What follows belongs to an exercise in optimizing a design on an open flow for small area, a short achievable clock period and few clock cycles; a production flow would make more cautious choices. Where RTL was checked, it was by simulation tests only, not by an equivalence proof against the original. Power is estimated from default activity; no workload was simulated.

Setup of run Y:
==> flow/design.v <==
`timescale 1 ns/1 ns
module Tresholding(Go, P_Addr, P_Data, B_Addr, I_RW, I_En, O_RW, O_En, Done, T_Out, Clk, Rst);
	input Go;
	input [7:0] P_Data;
	output reg [16:0] P_Addr, B_Addr;
	output [7:0] T_Out;
	output I_RW, O_RW;
	output reg I_En, O_En, Done;
	input Clk, Rst;
	localparam K  = 10;          
	localparam L  = K + 4;       
	localparam NS = 320 / K;     
	localparam RW = 4;             
	assign I_RW = 1'b0;
	assign O_RW = 1'b1;
	reg         busy;            
	reg         run;             
	reg [RW-1:0] r;              
	reg [7:0]   cc;              
	reg [5:0]   s;               
	wire start   = Go & (~busy | Done);
	wire r_last  = (r == L-1);
	wire s_last  = (s == NS-1);
	wire c_end   = s_last ? (cc == 8'd241) : (cc == 8'd239);
	wire f_last  = r_last & s_last & (cc == 8'd241);
	wire rd_ok   = run & (cc < 8'd240) & ~((s == 0) & (r < 2)) & ~(s_last & (r >= L-2));
	wire ov      = run & (r >= 4) & ((cc >= 8'd2) | (s != 0));
	wire [1:0] otype = ~ov ? 2'd0 : ~r_last ? 2'd1 :
	                   ((cc == 8'd1) | (cc == 8'd241)) ? 2'd3 : 2'd2;
	always @(posedge Clk) begin
		if (Rst) begin
			busy <= 1'b0;
			run  <= 1'b0;
		end else begin
			if (start) begin
				busy <= 1'b1;
				run  <= 1'b1;
			end else begin
				if (Done) busy <= 1'b0;
				if (f_last) run <= 1'b0;
			end
		end
	end
	always @(posedge Clk) begin
		if (start) begin
			r  <= 0;
			cc <= 0;
			s  <= 0;
		end else if (run) begin
			if (r_last) begin
				r <= 0;
				if (c_end) begin
					cc <= 0;
					s  <= s + 1'b1;
				end else
					cc <= cc + 1'b1;
			end else
				r <= r + 1'b1;
		end
	end
	reg p_r0, p_c0;                  
	always @(posedge Clk) begin
		if (start) begin
			p_r0 <= 1'b1;
			p_c0 <= 1'b1;
		end else if (run) begin
			p_r0 <= r_last;
			p_c0 <= r_last & c_end;
		end
	end
	always @(posedge Clk) begin
		if (start)
			P_Addr <= 17'd479;
		else if (~p_r0)
			P_Addr <= P_Addr + 17'd240;
		else if (~p_c0)
			P_Addr <= P_Addr - (17'd240*(L-1) - 17'd1);
		else
			P_Addr <= P_Addr - 17'd959;
	end
	reg       rv, rvd;
	reg [3:0] m1, m2, m3;            
	reg [1:0] ot1, ot2, ot3, ot4, ot5, ot6, ot7;
	always @(posedge Clk) begin
		if (Rst) begin
			I_En <= 1'b0;
			rv   <= 1'b0;
			rvd  <= 1'b0;
			ot1 <= 0; ot2 <= 0; ot3 <= 0; ot4 <= 0; ot5 <= 0; ot6 <= 0;
			O_En <= 1'b0;
			Done <= 1'b0;
		end else begin
			I_En <= rd_ok;
			rv   <= I_En;
			rvd  <= rv;
			ot1  <= otype;
			ot2  <= ot1;
			ot3  <= ot2;
			ot4  <= ot3;
			ot5  <= ot4;
			ot6  <= ot5;
			O_En <= (ot6 != 2'd0);
			Done <= (ot6 == 2'd3) & ~run;
		end
	end
	always @(posedge Clk) begin
		m1 <= {(cc == 8'd0) | (cc == 8'd1), (cc == 8'd1), (cc == 8'd2), (cc == 8'd2) | (cc == 8'd3)};
		m2 <= m1;
		m3 <= m2;
		ot7 <= ot6;
	end
	always @(posedge Clk) begin
		if (start)
			B_Addr <= 17'd0;
		else if (O_En) begin
			if (ot7 == 2'd1)
				B_Addr <= B_Addr + 17'd240;
			else if (ot7 == 2'd2)
				B_Addr <= B_Addr - (17'd240*(K-1) - 17'd1);
			else
				B_Addr <= B_Addr + 17'd1;
		end
	end
	localparam N = 4*L;
	reg [7:0] sr [0:N-1];
	reg [7:0] pd;                    
	wire [7:0] din = rvd ? pd : 8'd0;
	integer i;
	always @(posedge Clk) begin
		pd    <= P_Data;
		sr[0] <= din;
		for (i = 1; i < N; i = i + 1)
			sr[i] <= sr[i-1];
	end
	wire [7:0] x4 = m3[3] ? 8'd0 : din;
	wire [7:0] x3 = m3[2] ? 8'd0 : sr[L-1];
	wire [7:0] x2 = sr[2*L-1];
	wire [7:0] x1 = m3[1] ? 8'd0 : sr[3*L-1];
	wire [7:0] x0 = m3[0] ? 8'd0 : sr[4*L-1];
	reg [8:0]  a04, a13;
	reg [10:0] c7;
	always @(posedge Clk) begin
		a04 <= x0 + x4;
		a13 <= x1 + x3;
		c7  <= {x2, 3'b000} - x2;
	end
	wire [7:0] c2 = sr[2*L];         
	reg [12:0] G;
	reg [14:0] X3;
	always @(posedge Clk) begin
		G   <= a04 + {a13, 2'b00} + c7;
		X3  <= 15'd0 - {a13, 1'b0} - {c2, 3'b000};
	end
	wire [7:0] c3 = sr[2*L+1];       
	reg [12:0] H0;
	reg [14:0] H1, H3;
	always @(posedge Clk) begin
		H0 <= G;
		H1 <= {G, 2'b00} - {c3, 1'b0};
		H3 <= {G, 3'b000} - G + X3;
	end
	wire [7:0] c4 = sr[2*L+4];       
	reg [12:0] Q1;
	reg [14:0] Q2;
	reg [15:0] Q3, Q4;
	wire [17:0] acc = Q4 + H0 + {~c4, 8'd0};
	reg  t;
	always @(posedge Clk) begin
		Q1 <= H0;
		Q2 <= Q1 + H1;
		Q3 <= Q2 + H3;
		Q4 <= Q3 + H1;
		t  <= acc[17] | acc[16];
	end
	assign T_Out = {8{t}};
endmodule
export LEC_CHECK = 0
export CAP_MARGIN = 20
export CORE_MARGIN = 2
export CORE_UTILIZATION = 40
export CTS_BUF_LIST = sky130_fd_sc_hd__clkbuf_8
export SETUP_SLACK_MARGIN = 5
export SLEW_MARGIN = 20
create_clock -name core_clock -period 8.0 [get_ports {Clk}]
standard.sh (not shown) runs the stock make flow with config.mk's settings and CLKGATE_MAP_FILE= SYNTH_SCRIPT=/design/flow/synth_recipe.tcl, a recipe that flattens the netlist after the stock synthesis.
==> flow/flow/run.sh <==
#!/bin/bash
# The standard layout, with ORFS's timing repair aiming at a larger setup
# margin and a clock tree without dummy loads.
bash standard.sh SETUP_SLACK_MARGIN=5.3 "CTS_ARGS=-sink_clustering_enable -repair_clock_nets -dont_use_dummy_load -buf_list sky130_fd_sc_hd__clkbuf_8 -sink_clustering_size 16 -sink_clustering_max_diameter 80 -root_buf sky130_fd_sc_hd__clkbuf_16" finish > standard.log 2>&1
Testbench counts of run Y, summed over its fixed seeds: cycles 322,665.
[inputs] run E vs run Y
--- a/flow/design.v
+++ b/flow/design.v
@@ -161,16 +161,17 @@
 	end
 	wire [7:0] c4 = sr[2*L+4];       
 	reg [12:0] Q1;
 	reg [14:0] Q2;
 	reg [15:0] Q3, Q4;
 	wire [17:0] acc = Q4 + H0 + {~c4, 8'd0};
-	reg  t;
+	reg  t, tw;
 	always @(posedge Clk) begin
 		Q1 <= H0;
 		Q2 <= Q1 + H1;
 		Q3 <= Q2 + H3;
 		Q4 <= Q3 + H1;
 		t  <= acc[17] | acc[16];
+		tw <= (acc[17] | acc[16]) & (ot6 != 2'd0);    
 	end
-	assign T_Out = {8{t}};
+	assign T_Out = {{4{tw}}, {4{t}}};
 endmodule
### Flow results
- Shortest period the worst path allows ends up higher on run E.
- First-pass GRT wire length in run E vs run Y: up 12%
- As far as H-tree depth goes, run E and run Y are indistinguishable; the numbers are identical.
- Worst setup path endpoint: O_En -> run E, B_Addr[5] -> run Y
- NOTE wire length run Y->run E increased by more than 10%
- When run E is set beside run Y, its met1 usage turns out to be 1.4 points larger.
- Final area on run E is behind run Y.
- Fraction of synthesized area in multiplexers essentially unchanged between run E and run Y.
- Relative to run Y, run E improves net switching power figure.
- Run E reports a higher number of diodes added for antenna fixing than run Y does.
- When the final numbers for run Y and run E were put side by side, the post-synthesis share of cell area spent on full adders, half adders and majority gates turned out to be smaller in run E.
- Diff run Y and run E: met2 demand-to-capacity share in global routing higher in run E
For run E, only the layout was checked, not whether the RTL still works.

## static timing again, ports no longer ideal
Ports are ideal in the flow. The routed layouts listed here were re-timed in OpenROAD.
Step 1 assumes that a clkbuf_16 drives the clock port and a buf_2 every other input.
Step 2 times the ports against the registers' clock, not the clock port: input delays grow and output delays shrink by t, the midpoint of the rising clock arrivals with the driver on.
a / b / c = ideal / step 1 / step 2; a / b = the first two.
run	t (ns)	setup slack, ns	worst slew at a driven data input, ns
run Y	0.585	5.339 / 5.284 / 4.834	0.03
run E	0.601	5.261 / 5.204 / 4.864	0.04
After both steps every run listed still meets setup and hold. The setup slack of run Y, which loses most, moves by -0.055 ns with the drivers and by -0.505 ns with both steps.
